From an optimization exercise on the open Yosys and OpenROAD flow, aimed at small area; shortcuts taken in it are not production practice.
Only simulation tests tie the RTL to the original design; equivalence was not proved.
The flow treats the clock pin as an ideal source, which a real chip does not have.
Power is estimated from default activity; no workload was simulated.

$ cat flow/flow/run.sh
#!/bin/bash
# Own layout flow: the standard ORFS flow with
#  - synthesis: the standard script with an area-oriented ABC mapping (flow/synth.tcl),
#  - port buffers of the smallest buffer cell (buf_1) instead of the default choice,
#  - CTS with clkbuf_4 buffers and no dummy loads; a leaf buffer that drives
#    more than 12 flip-flops is then upsized to clkbuf_8 (flow/post_cts.tcl).
# Each tool's full output is in the ORFS logs under orfs/logs; make's own output
# goes to flow_make.log in this folder.
set -euo pipefail
W=$(pwd)
F=$W/flow
CTS_BUFS="sky130_fd_sc_hd__clkbuf_4"
CTS_CLUSTER="-sink_clustering_size 10 -sink_clustering_max_diameter 60"
bash "$W/standard.sh" \
  "SYNTH_SCRIPT=$F/synth.tcl" \
  "ADDER_MAP_FILE=" \
  "BUFFER_PORTS_ARGS=-buffer_cell sky130_fd_sc_hd__buf_1" \
  "CTS_ARGS=-sink_clustering_enable -repair_clock_nets -dont_use_dummy_load -buf_list {$CTS_BUFS} $CTS_CLUSTER" \
  "POST_CTS_TCL=$F/post_cts.tcl" \
  finish > "$W/flow_make.log" 2>&1
$ cat flow/flow/area.abc
strash
&get -n
&deepsyn -J 300 -S @SEED@
&put
dch -f
amap
topo
$ cat flow/flow/post_cts.tcl
set own_max_fanout 12
set own_changed 0
foreach inst [get_cells *] {
  set master [get_property $inst ref_name]
  if { $master != "sky130_fd_sc_hd__clkbuf_4" } { continue }
  set net [get_nets -of_objects [get_pins [get_full_name $inst]/X]]
  set fanout [expr { [llength [get_pins -of_objects $net]] - 1 }]
  if { $fanout > $own_max_fanout } {
    puts "post_cts: [get_full_name $inst] drives $fanout pins, upsizing to clkbuf_8"
    replace_cell $inst sky130_fd_sc_hd__clkbuf_8
    incr own_changed
  }
}
if { $own_changed > 0 } {
  detailed_placement
  check_placement -verbose
  estimate_parasitics -placement
}
$ cat flow/flow/synth.tcl
# The standard synthesis (synth_recipe.tcl), with only the combinational
# technology mapping changed: ABC runs an area-oriented script (deep AIG
# synthesis, then area mapping; flow/area.abc) instead of ORFS's, once per
# random seed of the deep synthesis, and the smallest result is kept. The
# seeds run as separate Yosys processes on the netlist as it stands before
# ABC, NUM_CORES at a time; each writes its log next to its result under
# objects/.../own_abc. Adders are left to ABC instead of being mapped to
# ha/fa cells (run.sh sets ADDER_MAP_FILE empty). Registers, their names and
# their cell types are those of the standard run. Every step is
# deterministic.
set own_flow_dir [file dirname [file normalize [info script]]]
set own_seeds {0 1 2 3 4 5 6 7 8 9 10 11 12 13 14 15 16 17 18 19 20 21 22 23}
proc synth {args} { yosys synth -nofsm -noshare {*}$args }
proc abc {args} {
  set i [lsearch -exact $args -script]
  set dir [file join $::env(OBJECTS_DIR) own_abc]
  file delete -force $dir
  file mkdir $dir
  yosys write_rtlil [file join $dir pre.il]
  set fh [open [file join $::own_flow_dir area.abc]]
  set template [read $fh]
  close $fh
  set jobs {}
  foreach seed $::own_seeds {
    set sf [file join $dir seed$seed.abc]
    set fh [open $sf w]
    puts -nonewline $fh [string map [list @SEED@ $seed] $template]
    close $fh
    set a2 [lreplace $args $i [expr { $i + 1 }] -script $sf]
    set ys [file join $dir seed$seed.ys]
    set fh [open $ys w]
    puts $fh "read_rtlil [file join $dir pre.il]"
    puts $fh "abc $a2"
    puts $fh "write_rtlil [file join $dir out$seed.il]"
    puts $fh "tee -q -o [file join $dir area$seed.txt] stat $::lib_args"
    close $fh
    lappend jobs $ys
  }
  set yosys_exe [expr { [info exists ::env(YOSYS_EXE)] ? $::env(YOSYS_EXE) : "yosys" }]
  set ncores [expr { [info exists ::env(NUM_CORES)] ? $::env(NUM_CORES) : 4 }]
  set fh [open [file join $dir jobs.txt] w]
  puts $fh [join $jobs "\n"]
  close $fh
  exec sh -c "xargs -P $ncores -I@ sh -c '\"$yosys_exe\" -q -l @.log -s @ > /dev/null 2>&1' < [file join $dir jobs.txt]"
  set best ""
  set best_seed ""
  foreach seed $::own_seeds {
    set fh [open [file join $dir area$seed.txt]]
    set out [read $fh]
    close $fh
    if { ![regexp {Chip area for module[^:]*:\s*([0-9.]+)} $out -> area] } {
      error "own abc: no area for seed $seed"
    }
    puts "own abc: seed $seed area $area"
    if { $best == "" || $area < $best } {
      set best $area
      set best_seed $seed
    }
  }
  puts "own abc: kept seed $best_seed, area $best"
  yosys design -reset
  yosys read_rtlil [file join $dir out$best_seed.il]
}
source $::env(SCRIPTS_DIR)/synth.tcl
# left out here: clear keep_hierarchy, flatten, clean up, hide names made inside functions, write 1_2_yosys.v
$ cat flow/standard.sh
#!/bin/bash
# synth_recipe.tcl (not shown) runs the flow's synth.tcl, then flattens the netlist and writes it again
# the make line also repeats each setting of config.mk as NAME=value (left out here)
make -C /OpenROAD-flow-scripts/flow DESIGN_CONFIG=/design/flow/config.mk WORK_HOME=/design/flow/orfs CLKGATE_MAP_FILE= SYNTH_SCRIPT=/design/flow/synth_recipe.tcl "${@:-finish}"
$ cat flow/config.mk
export PLATFORM = sky130hd
export DESIGN_NAME = top_module
export DESIGN_NICKNAME = top_module
export VERILOG_FILES = /design/flow/design.v
export SDC_FILE = /design/flow/constraint.sdc
export NUM_CORES = 4
export LEC_CHECK = 0
export CAP_MARGIN = 20
export CORE_MARGIN = 2
export CORE_UTILIZATION = 60
export PLACE_DENSITY = 0.75
export SLEW_MARGIN = 20
$ cat flow/constraint.sdc
create_clock -name core_clock -period 5.0 [get_ports {clk}]
set_input_delay 1.0000 -clock core_clock [delete_from_list [all_inputs] [get_ports {clk}]]
set_output_delay 1.0000 -clock core_clock [all_outputs]
set_load 0.01 [all_outputs]
$ cat flow/design.v
`timescale 1ns / 1ps
module clk_divider(
	input clk_in,
	input rst,
	output tick,
	output reg [2:0] digit,
	output [2:0] digit_nx,
	output first
    );
reg pa;
reg [2:0] pb;
reg [3:0] t;
wire p9 = pa & pb[2];
wire t9 = t[3] & t[0];
wire c99 = p9 & t9;
assign tick = pa & pb[1] & pb[0];
assign first = pb[2] & pb[1];
wire [2:0] pb_nx = pb[2] ? 3'd0 : {pb[1] & pb[0], pb[1] ^ pb[0], ~pb[0]};
wire [3:0] t_inc = {t[3] ^ (t[2] & t[1] & t[0]), t[2] ^ (t[1] & t[0]), t[1] ^ t[0], ~t[0]};
assign digit_nx = c99 ? {digit[2] ^ (digit[1] & digit[0]), digit[1] ^ digit[0], ~digit[0]} : digit;
always @(posedge clk_in) begin
	if (rst) begin
		pa <= 1'b1;
		pb <= 3'd6;
		t <= 4'd9;
		digit <= 3'd7;
	end
	else begin
		pa <= ~pa;
		pb <= pb_nx;
		if (p9) t <= t9 ? 4'd0 : t_inc;
		digit <= digit_nx;
	end
end
endmodule
`timescale 1ns / 1ps
module debouncer(
	input 		clk,
	input 		rst,
	input 		ce,
	input 		noisy_in,  
	output 		clean_out  
    );
reg noisy_in_reg;
reg clean_out_tmp1;
reg clean_out_tmp2;
reg clean_out_tmp3;
assign clean_out = clean_out_tmp2 & ~clean_out_tmp3;
always @(posedge clk) begin
	if (rst) begin
		noisy_in_reg <= 0;
		clean_out_tmp1 <= 0;
		clean_out_tmp2 <= 0;
		clean_out_tmp3 <= 0;
	end
	else if (ce) begin
		noisy_in_reg <= noisy_in;
		clean_out_tmp1 <= noisy_in_reg;
		clean_out_tmp2 <= clean_out_tmp1;
		clean_out_tmp3 <= clean_out_tmp2;
	end
end
endmodule
`timescale 1ns / 1ps
module hockey(
    input clk,
    input rst,
    input ce,
    input BTNA,
    input BTNB,
    input [1:0] DIRA,
    input [1:0] DIRB,
    input [2:0] YA,
    input [2:0] YB,
    output LEDA,
    output LEDB,
    output [4:0] LEDX,
    input [2:0] digit_nx,     
    output reg [3:0] sym_nx   
    );
    localparam [6:0] CNT0 = 7'd13;
    reg e, s, p1, p0;
    reg [6:0] cnt;
    reg [1:0] X;
    reg [2:0] Y;
    reg [1:0] dirY;
    reg [1:0] a_score;
    reg [1:0] b_score;
    wire done  = cnt[6] & cnt[5] & cnt[4] & cnt[0];
    wire blink = cnt[6];
    wire is_idle = e & ~p1;
    wire is_end  = e & p1 & ~p0;
    wire hit  = ~e & ~p1 & ~p0;
    wire resp = ~p1 & p0;
    wire send = p1 & p0;
    wire goal = ~e & p1 & ~p0;
    wire sc   = p1 & ~p0;                  
    wire mov  = p0;                        
    wire btn = s ? BTNA : BTNB;
    wire [2:0] yin = s ? YA : YB;
    wire [1:0] din = s ? DIRA : DIRB;
    wire score3 = s ? (a_score[1] & a_score[0]) : (b_score[1] & b_score[0]);
    wire serve = btn & ~(yin[2] & (yin[1] | yin[0]));
    wire ret   = btn & (Y == yin);
    wire last  = s ? ~e & ~X[1] : X[1] & X[0];
    wire step  = send & done | resp & ~done & ret;
    wire [1:0] d = resp ? din : dirY;
    wire y0 = ~Y[2] & ~Y[1] & ~Y[0];
    wire [2:0] my = (d == 2'b10) ? (y0 ? 3'd1 : {1'b0, ~(Y[1] ^ Y[0]), ~Y[0]}) :
                    (d == 2'b01) ? (Y[2] ? 3'd3 : {Y[1] & Y[0], Y[1] ^ Y[0], ~Y[0]}) : Y;
    wire [1:0] md = (d == 2'b10) ? (y0 ? 2'b01 : 2'b10) :
                    (d == 2'b01) ? ((Y[2] & ~(resp & ~s)) ? 2'b10 : 2'b01) : d;
    wire up = ~s | (dirY == 2'b11);
    wire [2:0] mx = up ? {e ^ (X[1] & X[0]), X[1] ^ X[0], ~X[0]}
                       : {e & (X[1] | X[0]), ~(X[1] ^ X[0]), ~X[0]};
    wire flip = hit & serve | resp & (done | ret) | goal & done;
    always @(posedge clk) begin
        if (rst) begin
            e <= 1'b1; s <= 1'b1; p1 <= 1'b0; p0 <= 1'b0;
            cnt <= CNT0;
            a_score <= 0;
            b_score <= 0;
        end
        else if (ce) begin
            e  <= is_idle & ~(BTNA ^ BTNB) | goal & done & score3 | is_end |
                  hit & serve & ~s | send & (done ? ~last & mx[2] : e);
            s  <= is_idle ? ~BTNA | BTNB : s ^ flip;
            p1 <= is_idle ? BTNA ^ BTNB :
                  hit ? serve :
                  send ? ~(done & last) :
                  resp ? done | ret :
                  goal ? ~done | score3 : 1'b1;
            p0 <= hit ? serve : send ? 1'b1 : resp ? ~done : 1'b0;
            cnt <= (~p1 & ~p0 | done | resp & ret) ? CNT0 : cnt + 7'd1;
            if (~p0) begin
                X <= 2'd0;
                Y <= yin;
                dirY <= din;
            end
            else if (step) begin
                X <= resp ? {~s, 1'b1} : mx[1:0];
                Y <= my;
                dirY <= md;
            end
            if (resp & done) begin
                if (s) b_score <= b_score + 2'd1;
                else a_score <= a_score + 2'd1;
            end
        end
    end
    assign LEDA = ~p1 & s;
    assign LEDB = ~p1 & (~s | e);
    wire [2:0] xc = {e, X};
    assign LEDX = goal ? 5'b11111 :
                  is_end ? (blink ? 5'b01010 : 5'b10101) :
                  send ? {xc == 3'd0, xc == 3'd1, xc == 3'd2, xc == 3'd3, e} :
                  resp ? {s, 3'b000, ~s} :
                  5'b00000;
    localparam [3:0] S_DASH  = 4'd5;
    localparam [3:0] S_BLANK = 4'd12;
    localparam [3:0] S_A     = 4'd10;
    localparam [3:0] S_B     = 4'd8;
    always @(*) begin
        case (digit_nx)
        3'd0: sym_nx = is_idle ? S_B : sc ? {2'b00, b_score} : S_BLANK;
        3'd1: sym_nx = (is_idle | sc) ? S_DASH : S_BLANK;
        3'd2: sym_nx = is_idle ? S_A : sc ? {2'b00, a_score} : S_BLANK;
        3'd4: sym_nx = hit ? {1'b0, yin} : mov ? {1'b0, Y} :
                       is_end ? (s ? S_B : S_A) : S_BLANK;
        default: sym_nx = S_BLANK;
        endcase
    end
endmodule
`timescale 1ns / 1ps
module ssd(
    input clk,
    input rst,
    input first,
    input [2:0] digit,
    input [3:0] sym_nx,
    output a_out,
    output b_out,
    output c_out,
    output d_out,
    output e_out,
    output f_out,
    output g_out,
    output p_out,
    output [7:0] an
    );
reg [3:0] sym;
wire [6:0] seg;
always @(posedge clk) begin
	if (rst) sym <= 4'd12;
	else sym <= sym_nx;
end
assign seg[6] = (sym[3] & ~sym[1]) | (sym[2]) | (~sym[1] & sym[0]);
assign seg[5] = (sym[3] & ~sym[1]) | (sym[2] & sym[1]) | (sym[2] & sym[0]);
assign seg[4] = (~sym[3] & sym[1] & ~sym[0]) | (sym[3] & sym[2]) | (sym[2] & sym[0]);
assign seg[3] = (sym[3] & sym[1]) | (sym[2]) | (~sym[1] & sym[0]);
assign seg[2] = (sym[2]) | (sym[0]);
assign seg[1] = (~sym[3] & sym[1]) | (sym[3] & sym[2]) | (sym[0]);
assign seg[0] = (~sym[3] & ~sym[2] & ~sym[1]) | (sym[3] & sym[2]);
assign {a_out, b_out, c_out, d_out, e_out, f_out, g_out} = seg;
assign p_out = 1'b1;
genvar i;
generate for (i = 0; i < 8; i = i + 1) begin : g_an
	assign an[i] = first | (digit != i);
end endgenerate
endmodule
`timescale 1ns / 1ps
module top_module(
    input clk,
    input rst,
    input BTNA,
    input BTNB,
    input [1:0] DIRA,
    input [1:0] DIRB,
    input [2:0] YA,
    input [2:0] YB,
    output LEDA,
    output LEDB,
    output [4:0] LEDX,
    output a_out,b_out,c_out,d_out,e_out,f_out,g_out,p_out,
    output [7:0]an
);
wire tick, first, btn_a, btn_b;
wire [2:0] digit, digit_nx;
wire [3:0] sym_nx;
clk_divider dividermodule (.clk_in(clk), .rst(rst), .tick(tick), .digit(digit), .digit_nx(digit_nx), .first(first));
debouncer A (clk, rst, tick, BTNA, btn_a);
debouncer B (clk, rst, tick, BTNB, btn_b);
hockey mymodule (.clk(clk), .rst(rst), .ce(tick), .BTNA(btn_a), .BTNB(btn_b),
    .DIRA(DIRA), .DIRB(DIRB), .YA(YA), .YB(YB),
    .LEDA(LEDA), .LEDB(LEDB), .LEDX(LEDX),
    .digit_nx(digit_nx), .sym_nx(sym_nx));
ssd displa_ssd (.clk(clk), .rst(rst), .first(first), .digit(digit), .sym_nx(sym_nx),
    .a_out(a_out), .b_out(b_out), .c_out(c_out), .d_out(d_out), .e_out(e_out),
    .f_out(f_out), .g_out(g_out), .p_out(p_out), .an(an));
endmodule
==> results of run 1 <==
==> metrics by stage <==
step	power, W	cells	hold slack, ps
after floorplan	0.0004604	305	362.0
after global placement	0.0004832	387	369.0
after detailed placement	0.0004860	387	375.3
after global routing	0.0006768	392	411.5
final	0.0006484	392	389.0
==> layout by cell type, fill, tap and decap left out, types with 2 or more instances in the layout <==
cell type / netlist / layout
clkbuf_8: 0 / 2
a311oi_1: 3 / 3
o21a_1: 2 / 2
nand2_1: 22 / 22
edfxtp_1: 7 / 7
dfxtp_1: 38 / 38
o221ai_1: 2 / 2
and3_1: 3 / 3
nor3_1: 12 / 12
nor2_1: 65 / 65
clkinv_1: 50 / 50
o21ai_0: 25 / 25
a31oi_1: 5 / 5
a211oi_1: 5 / 5
o22ai_1: 17 / 17
and2_0: 2 / 2
buf_1: 0 / 35
clkbuf_4: 0 / 3
o31ai_1: 4 / 4
nand3_1: 2 / 2
or3_1: 10 / 10
or2_0: 2 / 2
a21oi_1: 12 / 12
o211ai_1: 2 / 2
==> per-layer routing <==
metal / routed length, um / global-route usage [%]
met2: 2426 / 44.39
met5: 0 / 0
met1: 2321 / 33.74
met3: 403 / 5.822
met4: 79 / 8.594
==> worst register-to-register path, cell delays in order, from the launching register on <==
cell,delay (ps)
dfxtp_1,570
clkinv_1,450
o22ai_1,410
clkinv_1,160
a222oi_1,380
a31oi_1,140
o31ai_1,340
a21oi_1,120
nor3_1,400
==> synthesized netlist by cell type (2+ instances only) <==
cell      count  area, um2
a211oi_1      5      37.54
a21oi_1      12      60.06
a311oi_1      3      26.28
a31oi_1       5      31.28
and2_0        2      12.51
and3_1        3      18.77
clkinv_1     50      187.7
dfxtp_1      38      760.7
edfxtp_1      7      210.2
nand2_1      22      82.58
nand3_1       2      10.01
nor2_1       65      244.0
nor3_1       12      60.06
o211ai_1      2      15.01
o21a_1        2      15.01
o21ai_0      25      125.1
o221ai_1      2      17.52
o22ai_1      17      106.4
o31ai_1       4      30.03
or2_0         2      12.51
or3_1        10      62.56
==> power groups by stage <==
| stage | clock network (W) | logic (W) | registers (W) |
|---|---|---|---|
| after detailed placement | 0 | 0.0000857 | 0.000400 |
| after global placement | 0 | 0.0000837 | 0.000399 |
| final | 0.000170 | 0.0000861 | 0.000392 |
| after global routing | 0.000185 | 0.0000978 | 0.000394 |
| after floorplan | 0 | 0.0000634 | 0.000397 |
==> layout make-up <==
class | instances | area (um2) | share of cell area [%]
inverter | 50 | 187.7 | 7.568
multi-input combinational | 209 | 1080 | 43.54
tap | 48 | 60.06 | 2.422
timing repair buffer | 35 | 131.4 | 5.298
sequential | 45 | 970.9 | 39.15
clock buffer | 5 | 50.05 | 2.018
==> final timing paths <==
check / cells past startpoint / slack (ps) / endpoint
setup / recovery: 5 / 1590 / LEDX[0]
hold / removal: 1 / 390 / dividermodule.pa
setup reg to reg: 8 / 1710 / mymodule.Y[0]
hold reg to reg: 1 / 390 / dividermodule.pa
==> cells by family after synthesis <==
logic type / after synthesis / share of synthesized area, %
buf+inv: 51 / 8.691
other cells: 1 / 0.1670
simple gates: 120 / 22.95
flops: 45 / 43.23
compound gates: 88 / 24.96
==> impl_metrics.env, run 1 <==
export IMPL_status="finished clean"
export IMPL_rsz0062_at_grt="no"
export IMPL_place_congestion=0.9039
export IMPL_cts_sinks=45
export IMPL_ant_nets=0
export IMPL_viasPerCell=5.745
export IMPL_crit_path_start_kind="flop"
export IMPL_cpPeakStageDelay_ps=710
export IMPL_place_ws_ps=1789
export IMPL_timing_fmax_ghz=0.2936
export IMPL_synth_ff_type="dfxtp_1"
export IMPL_synth_warnings=4
export IMPL_die_w_um=65.18
export IMPL_first_pass_iters=5
export IMPL_power_frac_comb_pct=13.3
export IMPL_hpwl_um=3989
export IMPL_remaining_drc_errors=0
export IMPL_swShare_pct=26.86
export IMPL_regMostFlops="mymodule.cnt"
export IMPL_die_y_um=65.18
export IMPL_endpoint_kind="output port"
export IMPL_max_cap_violations=0
export IMPL_crit_buf_inv=2
export IMPL_fin_worst_skew_ps=24.28
export IMPL_synth_cells=305
export IMPL_finalSetupViolations=0
export IMPL_pwr_share_seq_pct=60.4
export IMPL_period_needed_ps=3405
export IMPL_cts_tree="yes"
export IMPL_hold_start="dividermodule.pa"
export IMPL_largestRegisters="mymodule.cnt (7), displa_ssd.sym (4), dividermodule.t (4)"
export IMPL_synth_seq_cells=45
export IMPL_drive_gt1_share_pct=1.453
export IMPL_hold_class="reg -> reg"
export IMPL_finalHoldViolCount=0
export IMPL_worst_path_dominant_cell_family="flip-flops"
export IMPL_setup_ws_ps=1595
export IMPL_grt_pass1_wl_um=8804
export IMPL_insertion_delay_ps=340
export IMPL_max_slew_margin_pct=60.26
export IMPL_grt_max_degree=17
export IMPL_p_clk_share_pct=26.3
export IMPL_rr_startpoint="mymodule.s"
export IMPL_p_switching_w=0.0001742
export IMPL_grt_overflow=0
export IMPL_totalWireLength_um=5230
export IMPL_tns_ps=0
export IMPL_power_static_leakage_nw=0.8210
export IMPL_synth_edf_count=7
export IMPL_fill_cells=349
export IMPL_async_flop_share_pct=0
export IMPL_syn_nets=319
export IMPL_grt_antenna_before_repair=0
export IMPL_fin_nets=360
export IMPL_crit_fanout=16
export IMPL_synth_distinct_cells=36
export IMPL_dieArea_um2=4248
export IMPL_track_usage_pct=26.41
export IMPL_area_delta_synth_final_pct=10.42
export IMPL_cp_required_ps=4000
export IMPL_period_share_pct=68.11
export IMPL_slew_violations=0
export IMPL_io_buffers=35
export IMPL_final_util_pct=68.25
export IMPL_worst_setup_path_type="reg -> out"
export IMPL_grt_pass1_vias=2007
export IMPL_wl_per_cell_um=13.34
export IMPL_crit_path_cell_trace="clkinv_1 > nor2_1 > o21ai_0 > a21oi_1 > buf_1"
export IMPL_worstMarginPinSlew_ps=595.3
export IMPL_io_pins=37
export IMPL_dpl_cell_area_um2=2430
export IMPL_coreArea_um2=3633
export IMPL_initial_core_util_pct=61.81
export IMPL_p_per_area_nw_per_um2=261.5
export IMPL_syn_area_per_cell_um2=7.364
export IMPL_cp_slowest_cell="dfxtp_1"
export IMPL_num_rows=22
export IMPL_fin_area_um2=2480
export IMPL_irDropWorstVdd_v=0.0002312
export IMPL_startpoint="mymodule.p1"
export IMPL_p_int_w=0.0004742
export IMPL_synth_seq_area_share_pct=43.23
export IMPL_antenna_cells=0
export IMPL_syn_area_um2=2246
export IMPL_vias=2252
export IMPL_cp_arrival_ps=2410
export IMPL_initialDrtViolationCount=181
export IMPL_largest_register_ffs=7
export IMPL_clk_pin_slew_ps=80
==> run 2: changes to the inputs <==
--- a/flow/flow/run.sh
+++ b/flow/flow/run.sh
@@ -11,5 +11,5 @@
 F=$W/flow
 CTS_BUFS="sky130_fd_sc_hd__clkbuf_4"
-CTS_CLUSTER="-sink_clustering_size 10 -sink_clustering_max_diameter 60"
+CTS_CLUSTER="-sink_clustering_size 25 -sink_clustering_max_diameter 100"
 bash "$W/standard.sh" \
   "SYNTH_SCRIPT=$F/synth.tcl" \
==> impl_metrics.env, run 2 <==
export IMPL_syn_area_um2=2246
export IMPL_dpl_cell_area_um2=2430
export IMPL_grt_max_degree=17
export IMPL_num_rows=22
export IMPL_timing_fmax_ghz=0.2936
export IMPL_finalSetupViolations=0
export IMPL_fin_area_um2=2480
export IMPL_max_cap_violations=0
export IMPL_hold_class="reg -> reg"
export IMPL_hpwl_um=3989
export IMPL_drive_gt1_share_pct=1.453
export IMPL_muxShareOfSynthArea_pct=0
export IMPL_multi_input_area_um2=1080
export IMPL_worst_setup_path_type="reg -> out"
export IMPL_synth_ff_type="dfxtp_1"
export IMPL_yosys_area_share_simple_pct=22.95
export IMPL_grt_overflow=0
export IMPL_async_flop_share_pct=0
export IMPL_regMostFlops="mymodule.cnt"
export IMPL_dieArea_um2=4248
export IMPL_largestRegisters="mymodule.cnt (7), displa_ssd.sym (4), dividermodule.t (4)"
export IMPL_area_delta_synth_final_pct=10.42
export IMPL_synth_largest_area_cell="dfxtp_1"
export IMPL_netlist_top_cells_area="dfxtp_1 (34%), nor2_1 (11%), edfxtp_1 (9.4%), clkinv_1 (8.4%), o21ai_0 (5.6%)"
export IMPL_syn_area_per_cell_um2=7.364
export IMPL_period_share_pct=68.11
export IMPL_tns_ps=0
export IMPL_wl_per_cell_um=13.34
export IMPL_synth_most_common_cell="nor2_1"
export IMPL_synth_fa_ha_area_share_pct=0
export IMPL_final_cell_mix="nor2_1 (65), clkinv_1 (50), dfxtp_1 (38), buf_1 (35), o21ai_0 (25)"
export IMPL_cp_required_ps=4000
export IMPL_insertion_delay_ps=340
export IMPL_die_w_um=65.18
export IMPL_ant_nets=0
export IMPL_worstMarginPinSlew_ps=595.3
export IMPL_viasPerCell=5.745
export IMPL_yosys_top_cells_count="nor2_1 (65), clkinv_1 (50), dfxtp_1 (38), o21ai_0 (25), nand2_1 (22)"
export IMPL_first_pass_iters=5
export IMPL_fin_nets=360
export IMPL_synth_top_family_by_area="compound AO/OA/AOI/OAI gates"
export IMPL_totalWireLength_um=5230
export IMPL_synth_distinct_cells=36
export IMPL_synth_cells=305
export IMPL_max_slew_margin_pct=60.26
export IMPL_slew_violations=0
export IMPL_crit_path_start_kind="flop"
export IMPL_place_congestion=0.9039
export IMPL_synth_compound_area_share_pct=24.96
export IMPL_syn_nets=319
export IMPL_power_static_leakage_nw=0.8210
export IMPL_grt_antenna_before_repair=0
export IMPL_fill_cells=349
export IMPL_largest_register_ffs=7
export IMPL_crit_fanout=16
export IMPL_period_needed_ps=3405
export IMPL_remaining_drc_errors=0
export IMPL_initialDrtViolationCount=181
export IMPL_seq_area_um2=970.9
export IMPL_grt_pass1_wl_um=8804
export IMPL_die_y_um=65.18
export IMPL_synth_seq_cells=45
export IMPL_cp_arrival_ps=2410
export IMPL_netlist_area_leader_share_pct=33.87
export IMPL_status="finished clean"
export IMPL_io_buffers=35
export IMPL_synth_edf_count=7
export IMPL_track_usage_pct=26.41
export IMPL_cts_tree="yes"
export IMPL_rsz0062_at_grt="no"
export IMPL_cts_sinks=45
export IMPL_irDropWorstVdd_v=0.0002312
export IMPL_clk_pin_slew_ps=80
export IMPL_finalHoldViolCount=0
export IMPL_final_common_cell="nor2_1"
export IMPL_fin_worst_skew_ps=24.28
export IMPL_initial_core_util_pct=61.81
export IMPL_antenna_cells=0
export IMPL_synth_xor_xnor_area_share_pct=0
export IMPL_endpoint_kind="output port"
export IMPL_coreArea_um2=3633
export IMPL_p_per_area_nw_per_um2=261.5
export IMPL_grt_pass1_vias=2007
export IMPL_vias=2252
export IMPL_synth_seq_area_share_pct=43.23
export IMPL_io_pins=37
export IMPL_synth_warnings=4
==> run 2: cell counts after synthesis <==
Identical to the previous run, type by type.
==> run 2: area by class of cell <==
| class | count | area share [%] |
|---|---|---|
| clock buffers | 5 | 2.018 |
| inverters | 50 | 7.568 |
| multi-input cells | 209 | 43.54 |
| flip-flops and latches | 45 | 39.15 |
| well taps | 48 | 2.422 |
| repair buffers | 35 | 5.298 |
==> run 2: report_power, final <==
| group | switching, W | total, W | internal [W] |
|---|---|---|---|
| registers | 0.0000111 | 0.000392 | 0.000381 |
| clock network | 0.000106 | 0.000170 | 0.0000643 |
| logic | 0.0000571 | 0.0000861 | 0.0000290 |
| total | 0.000174 | 0.000648 | 0.000474 |
==> run 2: layer usage <==
layer / global-route usage [%] / wire, um / vias up
li1: - / - / 1156
met1: 33.74 / 2321 / 997
met2: 44.39 / 2426 / 91
met3: 5.822 / 403 / 8
met4: 8.594 / 79 / 0
met5: 0 / 0 / -
==> run 2: final timing paths <==
| path | from | to | slack (ps) | depth (start not counted) |
|---|---|---|---|---|
| hold / removal | dividermodule.pa | dividermodule.pa | 390 | 1 |
| setup / recovery | mymodule.p1 | LEDX[0] | 1590 | 5 |
| setup reg to reg | mymodule.s | mymodule.Y[0] | 1710 | 8 |
| hold reg to reg | dividermodule.pa | dividermodule.pa | 390 | 1 |
==> run 2: through the flow <==
| step | power [W] | utilization, % | instances | hold slack (ps) | worst slack, ps |
|---|---|---|---|---|---|
| 2_1_floorplan | 0.0004604 | - | 305 | 362.0 | 2175 |
| 3_3_place_gp | 0.0004832 | 66.87 | 387 | 369.0 | 1913 |
| 3_5_place_dp | 0.0004860 | 66.87 | 387 | 375.3 | 1789 |
| 5_1_grt | 0.0006768 | 68.25 | 392 | 411.5 | 1371 |
| 6_report | 0.0006484 | 68.25 | 392 | 389.0 | 1595 |
==> run 2: critical path: stages, from the launching register on <==
cell	delay (ps)
dfxtp_1	710
clkinv_1	420
nor2_1	290
o21ai_0	270
a21oi_1	220
buf_1	170
==> run 2: cell families after synthesis <==
family                 after synthesis
AND/OR/NAND/NOR                    120
AO/OA/AOI/OAI                       88
buffers and inverters               51
flip-flops                          45
other                                1
==> run 3: changes to the inputs <==
--- a/flow/flow/synth.tcl
+++ b/flow/flow/synth.tcl
@@ -42,13 +42,21 @@
   puts $fh [join $jobs "\n"]
   close $fh
-  exec sh -c "xargs -P $ncores -I@ sh -c '\"$yosys_exe\" -q -l @.log -s @ > /dev/null 2>&1' < [file join $dir jobs.txt]"
+  # a seed whose run fails is left out (xargs then exits non-zero)
+  catch { exec sh -c "xargs -P $ncores -I@ sh -c '\"$yosys_exe\" -q -l @.log -s @ > /dev/null 2>&1' < [file join $dir jobs.txt]" }
   set best ""
   set best_seed ""
   foreach seed $::own_seeds {
-    set fh [open [file join $dir area$seed.txt]]
+    set af [file join $dir area$seed.txt]
+    set of [file join $dir out$seed.il]
+    if { ![file exists $af] || ![file exists $of] } {
+      puts "own abc: seed $seed failed, left out"
+      continue
+    }
+    set fh [open $af]
     set out [read $fh]
     close $fh
     if { ![regexp {Chip area for module[^:]*:\s*([0-9.]+)} $out -> area] } {
-      error "own abc: no area for seed $seed"
+      puts "own abc: seed $seed gave no area, left out"
+      continue
     }
     puts "own abc: seed $seed area $area"
@@ -58,4 +66,5 @@
     }
   }
+  if { $best_seed == "" } { error "own abc: every seed failed" }
   puts "own abc: kept seed $best_seed, area $best"
   yosys design -reset
==> impl_metrics.env, run 3 <==
export IMPL_finalSetupViolations=0
export IMPL_final_util_pct=68.25
export IMPL_synth_fa_ha_area_share_pct=0
export IMPL_track_usage_pct=26.41
export IMPL_crit_buf_inv=2
export IMPL_initial_core_util_pct=61.81
export IMPL_synth_edf_count=7
export IMPL_period_needed_ps=3405
export IMPL_yosys_area_share_simple_pct=22.95
export IMPL_grt_antenna_before_repair=0
export IMPL_fin_worst_skew_ps=24.28
export IMPL_period_share_pct=68.11
export IMPL_synth_distinct_cells=36
export IMPL_num_rows=22
export IMPL_vias=2252
export IMPL_insertion_delay_ps=340
export IMPL_fin_nets=360
export IMPL_die_w_um=65.18
export IMPL_dieArea_um2=4248
export IMPL_totalWireLength_um=5230
export IMPL_crit_fanout=16
export IMPL_hold_slack_ps=389.0
export IMPL_worst_setup_path_type="reg -> out"
export IMPL_first_pass_iters=5
export IMPL_netlist_top_cells_area="dfxtp_1 (34%), nor2_1 (11%), edfxtp_1 (9.4%), clkinv_1 (8.4%), o21ai_0 (5.6%)"
export IMPL_wl_per_cell_um=13.34
export IMPL_initialDrtViolationCount=181
export IMPL_cpPeakStageDelay_ps=710
export IMPL_tns_ps=0
export IMPL_cts_tree="yes"
export IMPL_max_cap_violations=0
export IMPL_muxShareOfSynthArea_pct=0
export IMPL_grt_pass1_vias=2007
export IMPL_place_congestion=0.9039
export IMPL_area_delta_synth_final_pct=10.42
export IMPL_grt_overflow=0
export IMPL_remaining_drc_errors=0
export IMPL_max_slew_margin_pct=60.26
export IMPL_clk_pin_slew_ps=80
export IMPL_power_frac_comb_pct=13.3
export IMPL_rsz0062_at_grt="no"
export IMPL_cts_sinks=45
export IMPL_worstMarginPinSlew_ps=595.3
export IMPL_status="finished clean"
export IMPL_p_int_w=0.0004742
export IMPL_viasPerCell=5.745
export IMPL_cp_required_ps=4000
export IMPL_pwr_share_seq_pct=60.4
export IMPL_cp_arrival_ps=2410
export IMPL_p_clk_share_pct=26.3
export IMPL_coreArea_um2=3633
export IMPL_final_common_cell="nor2_1"
export IMPL_p_switching_w=0.0001742
export IMPL_yosys_top_cells_count="nor2_1 (65), clkinv_1 (50), dfxtp_1 (38), o21ai_0 (25), nand2_1 (22)"
export IMPL_ant_nets=0
export IMPL_largestRegisters="mymodule.cnt (7), displa_ssd.sym (4), dividermodule.t (4)"
export IMPL_die_y_um=65.18
export IMPL_finalHoldViolCount=0
export IMPL_synth_seq_area_share_pct=43.23
export IMPL_grt_pass1_wl_um=8804
export IMPL_syn_area_per_cell_um2=7.364
export IMPL_timing_fmax_ghz=0.2936
export IMPL_dpl_cell_area_um2=2430
export IMPL_setup_ws_ps=1595
export IMPL_synth_compound_area_share_pct=24.96
export IMPL_async_flop_share_pct=0
export IMPL_io_buffers=35
export IMPL_synth_cells=305
export IMPL_synth_warnings=4
export IMPL_irDropWorstVdd_v=0.0002312
export IMPL_io_pins=37
export IMPL_crit_path_start_kind="flop"
export IMPL_regMostFlops="mymodule.cnt"
export IMPL_p_per_area_nw_per_um2=261.5
export IMPL_cp_slowest_cell="dfxtp_1"
export IMPL_synth_xor_xnor_area_share_pct=0
export IMPL_netlist_area_leader_share_pct=33.87
export IMPL_endpoint_kind="output port"
export IMPL_crit_path_cell_trace="clkinv_1 > nor2_1 > o21ai_0 > a21oi_1 > buf_1"
export IMPL_drive_gt1_share_pct=1.453
export IMPL_syn_nets=319
export IMPL_fin_area_um2=2480
export IMPL_worst_path_dominant_cell_family="flip-flops"
export IMPL_swShare_pct=26.86
export IMPL_syn_area_um2=2246
export IMPL_grt_max_degree=17
export IMPL_place_ws_ps=1789
export IMPL_synth_ff_type="dfxtp_1"
export IMPL_power_static_leakage_nw=0.8210
export IMPL_synth_largest_area_cell="dfxtp_1"
export IMPL_synth_top_family_by_area="compound AO/OA/AOI/OAI gates"
export IMPL_hold_class="reg -> reg"
export IMPL_antenna_cells=0
export IMPL_largest_register_ffs=7
export IMPL_synth_most_common_cell="nor2_1"
export IMPL_slew_violations=0
export IMPL_synth_seq_cells=45
export IMPL_final_cell_mix="nor2_1 (65), clkinv_1 (50), dfxtp_1 (38), buf_1 (35), o21ai_0 (25)"
export IMPL_hpwl_um=3989
==> run 3: cell counts after synthesis <==
No cell type changed its count.
==> run 3: path summary, 6_finish.rpt <==
kind,start,end,slack [ps],cells after the start
worst max-delay path,mymodule.p1,LEDX[0],1590,5
worst min-delay path,dividermodule.pa,dividermodule.pa,390,1
worst max register to register,mymodule.s,mymodule.Y[0],1710,8
worst min register to register,dividermodule.pa,dividermodule.pa,390,1
==> run 3: power by group through the flow <==
stage | Combinational, W | Sequential [W] | Clock (W)
5_1_grt | 0.0000978 | 0.000394 | 0.000185
3_5_place_dp | 0.0000857 | 0.000400 | 0
6_report | 0.0000861 | 0.000392 | 0.000170
3_3_place_gp | 0.0000837 | 0.000399 | 0
2_1_floorplan | 0.0000634 | 0.000397 | 0
==> run 3: logic make-up after synthesis <==
group | after synthesis
buffers and inverters | 51
DFF | 45
other | 1
AOI/OAI and AO/OA | 88
and+or+nand+nor | 120
==> run 3: worst register-to-register path, stage by stage, from the launching register on <==
cell,delay [ps]
dfxtp_1,570
clkinv_1,450
o22ai_1,410
clkinv_1,160
a222oi_1,380
a31oi_1,140
o31ai_1,340
a21oi_1,120
nor3_1,400
==> run 3: routing by layer <==
| metal | wire length (um) | track usage [%] | vias to the layer above |
|---|---|---|---|
| met5 | 0 | 0 | - |
| met4 | 79 | 8.594 | 0 |
| met3 | 403 | 5.822 | 8 |
| met2 | 2426 | 44.39 | 91 |
| met1 | 2321 | 33.74 | 997 |
| li1 | - | - | 1156 |
==> run 3: cell type report <==
| class | count | area [um2] |
|---|---|---|
| multi-input cells | 209 | 1080 |
| well taps | 48 | 60.06 |
| inverters | 50 | 187.7 |
| flip-flops and latches | 45 | 970.9 |
| repair buffers | 35 | 131.4 |
| clock buffers | 5 | 50.05 |
| fillers | 349 | 1154 |
==> run 3: metrics by stage <==
step	cells	power, W
3_5_place_dp	387	0.0004860
5_1_grt	392	0.0006768
3_3_place_gp	387	0.0004832
6_report	392	0.0006484
2_1_floorplan	305	0.0004604

## static timing again, ports no longer ideal
The results above use ideal ports. As a check the final layouts listed here were re-extracted and re-timed, cells and wires unchanged. Step 1: set_driving_cell puts a clkbuf_16 on clk and a buf_2 on each other input, an assumption about the parent block. Step 2 times the ports against the registers' clock, not the clock port: input delays grow and output delays shrink by t, the midpoint of the rising clock arrivals with the driver on. a / b / c = no drivers / after step 1 / after step 2; a / b = the first two.
| run | t, ns | setup WS [ns] | worst slew at a driven data input, ns |
|---|---|---|---|
| run 1 | 0.358 | 1.595 / 1.569 / 1.707 | 0.03 |
| run 2 | 0.358 | 1.595 / 1.569 / 1.707 | 0.03 |
| run 3 | 0.358 | 1.595 / 1.569 / 1.707 | 0.03 |
After both steps every run listed still meets setup and hold.
